This design comes from an exercise in tuning for small area, a short achievable clock period and few clock cycles per item on the open sky130 flow, not from production work.

rev 12:
==> flow/design.v <==
module integer_sqrt #(parameter K = 1, parameter S = 1) (clk, start, odd, frac, root, done);
    input clk;
    input start;
    input odd;
    input [51:0] frac;
    output [27:0] root;
    output done;
    localparam C  = (28 - S) / K;    
    localparam CW = $clog2(C + 1);
    reg [28:0] q;                    
    reg [29:0] rem;                  
    reg [CW-1:0] cnt;                
    reg [2*K-1:0] p;                 
    assign root = q[27:0];
    assign done = q[28];
    function [2*K-1:0] fetch;
        input [CW-1:0] c;
        input e0;
        reg [K-1:0] ev;              
        reg [K:0]   od;              
        integer n, k, i;
        begin
            ev = 0;
            od = 0;
            for (n = 0; n < C; n = n + 1)
                if (c == n)
                    for (k = 0; k <= K; k = k + 1) begin
                        i = 25 - S - K*n - k;
                        if (k < K && i >= 0) ev[K-1-k] = frac[2*i];
                        if (i >= 0) od[K-k] = frac[2*i+1];
                    end
            for (k = 0; k < K; k = k + 1)
                fetch[2*K-1-2*k -: 2] = e0 ? {od[K-k], ev[K-1-k]} : {ev[K-1-k], od[K-1-k]};
        end
    endfunction
    localparam TW = 2*S + 2;
    wire [TW-1:0] mtop = odd ? {2'b01, frac[51 -: 2*S]} : {1'b1, frac[51 -: 2*S+1]};
    reg [S:0] r0;
    reg [S+1:0] m0;
    reg [S+3:0] tt;
    integer u;
    always @(*) begin
        r0 = 1;
        m0 = mtop[TW-1:TW-2] - 1'b1;
        for (u = 0; u < S; u = u + 1) begin
            tt = {m0, mtop[2*S-1-2*u -: 2]} - {r0, 2'b01};
            if (!tt[S+3]) begin
                m0 = tt;
                r0 = {r0, 1'b1};
            end else begin
                m0 = {m0, mtop[2*S-1-2*u -: 2]};
                r0 = {r0, 1'b0};
            end
        end
    end
    wire [29:0] rs [0:K/2];
    wire [28:0] qs [0:K/2];
    assign rs[0] = rem;
    assign qs[0] = q;
    genvar g;
    generate
        for (g = 0; g < K/2; g = g + 1) begin : stage
            wire [1:0] p1 = p[2*K-1-4*g -: 2];
            wire [1:0] p2 = p[2*K-3-4*g -: 2];
            wire sg = rs[g][29];
            wire [28:0] qn = qs[g] ^ {29{~sg}};
            wire [30:0] t1 = {rs[g][28:0], p1} + {qn, 2'b11};
            wire [30:0] x = {rs[g][26:0], p1, p2};
            wire [30:0] t2s = x + {qn, 3'b111};
            wire [30:0] t2b = x + {qn, 4'b1111} + {qn, 3'b000};
            wire s1 = t1[30];
            wire [30:0] t2 = (s1 == sg) ? t2b : t2s;
            assign rs[g+1] = {t2[30], t2[28:0]};
            assign qs[g+1] = {qs[g][26:0], ~s1, ~t2[30]};
        end
    endgenerate
    always @(posedge clk) begin
        if (start) begin
            q   <= r0;
            rem <= m0;
            cnt <= 1;
            p   <= fetch(0, odd);
        end else begin
            if (!q[28]) q <= qs[K/2];
            rem <= rs[K/2];
            cnt <= cnt + 1'b1;
            p   <= fetch(cnt, odd);
        end
    end
endmodule
module fp_sqrt(reset, clk, i_sign, i_exp, i_frac, ready, o_sign, o_exp, o_frac);
    input reset;
    input clk;
    input i_sign;
    input wire [10:0] i_exp;
    input wire [51:0] i_frac;
    output wire ready;
    output reg o_sign;
    output reg [10:0] o_exp;
    output wire [51:0] o_frac;
    wire [27:0] root;
    always @(posedge clk) begin
        if (reset) begin
            o_sign <= i_sign;
            o_exp  <= (i_exp >> 1) + 11'd511 + i_exp[0];
        end
    end
    integer_sqrt #(.K(2), .S(2)) rooter(.clk(clk), .start(reset), .odd(i_exp[0]),
                        .frac(i_frac), .root(root), .done(ready));
    assign o_frac = {root, 24'd0};
endmodule
export LEC_CHECK = 0
export ABC_CLOCK_PERIOD_IN_PS = 2500
export CAP_MARGIN = 20
export CORE_MARGIN = 2
export CORE_UTILIZATION = 40
export SETUP_SLACK_MARGIN = 5
export SLEW_MARGIN = 20
create_clock -name core_clock -period 11.0 [get_ports {clk}]
standard.sh (not shown) runs the stock make flow with config.mk's settings and CLKGATE_MAP_FILE= SYNTH_SCRIPT=/design/flow/synth_recipe.tcl, a recipe that flattens the netlist after the stock synthesis.
==> flow/flow/run.sh <==
#!/bin/bash
# The standard layout (the standard.sh, standard synthesis unchanged) with
# two changes to how the layout is made: the port buffers use the smallest
# buffer cell, and timing repair aims for 8.5 ns of setup slack.
set -o pipefail
bash standard.sh "BUFFER_PORTS_ARGS=-buffer_cell sky130_fd_sc_hd__buf_1" SETUP_SLACK_MARGIN=8.5  finish > flow_make.log 2>&1
Modified inputs, rev 13 compared to rev 12
==> flow/flow/run.sh <==
#!/bin/bash
# The standard layout (the standard.sh, standard synthesis unchanged) with
# two changes to how the layout is made: the port buffers use the smallest
# buffer cell, and timing repair aims for 7.5 ns of setup slack.
set -o pipefail
bash standard.sh "BUFFER_PORTS_ARGS=-buffer_cell sky130_fd_sc_hd__buf_1" SETUP_SLACK_MARGIN=7.5  finish > flow_make.log 2>&1
Findings:
- Rev 13 drops fewer vias than rev 12.
- Compared with rev 12, rev 13 has extra setup slack.
- Relative to rev 12, final critical-path required period has gone down in rev 13.
- On multi-input logic area: between rev 12 and rev 13, it ends up higher for rev 12.
- Rev 13 vs rev 12, non-clock buffer count went down by 134.
- In the metrics for rev 12 and rev 13, the one carrying the lower worst hold slack is rev 13.
- Die footprint came out exactly the same in rev 12 and rev 13.
- Sequential share of layout area: rev 13 vs rev 12 up 3.6 points
No functional check of the RTL was part of any run of this note.

==> separate check: timing with driven ports <==
The flow's constraints put no driver on any port. The routed layouts listed below were extracted and timed again, unchanged, in two steps. Step 1 sets driving cells, clkbuf_16 on the clock port and buf_2 on the other inputs (assumed; they add their load-dependent delay and slew). Step 2 moves the port delays by t, midway between the first and last clock arrival at a register: inputs arrive t later, outputs are due t later. That takes back most of the time a late clock gives input paths. Slacks: ideal ports / drivers / drivers and shift; pairs: ideal ports / drivers.
run	t (ns)	slack for setup (ns)	latest minus earliest clock arrival (ns)	worst register clock-pin slew, ns	worst slew at a driven data input, ns
rev 12	0.405	7.444 / 7.443 / 7.038	0.013 / 0.012	0.08 / 0.08	0.13
rev 13	0.399	7.464 / 7.425 / 7.026	0.011 / 0.011	0.08 / 0.08	0.12
After both steps every run listed still meets setup and hold. For rev 13, which loses most, drivers alone change the setup slack by -0.039 ns; drivers and shift together by -0.438 ns.
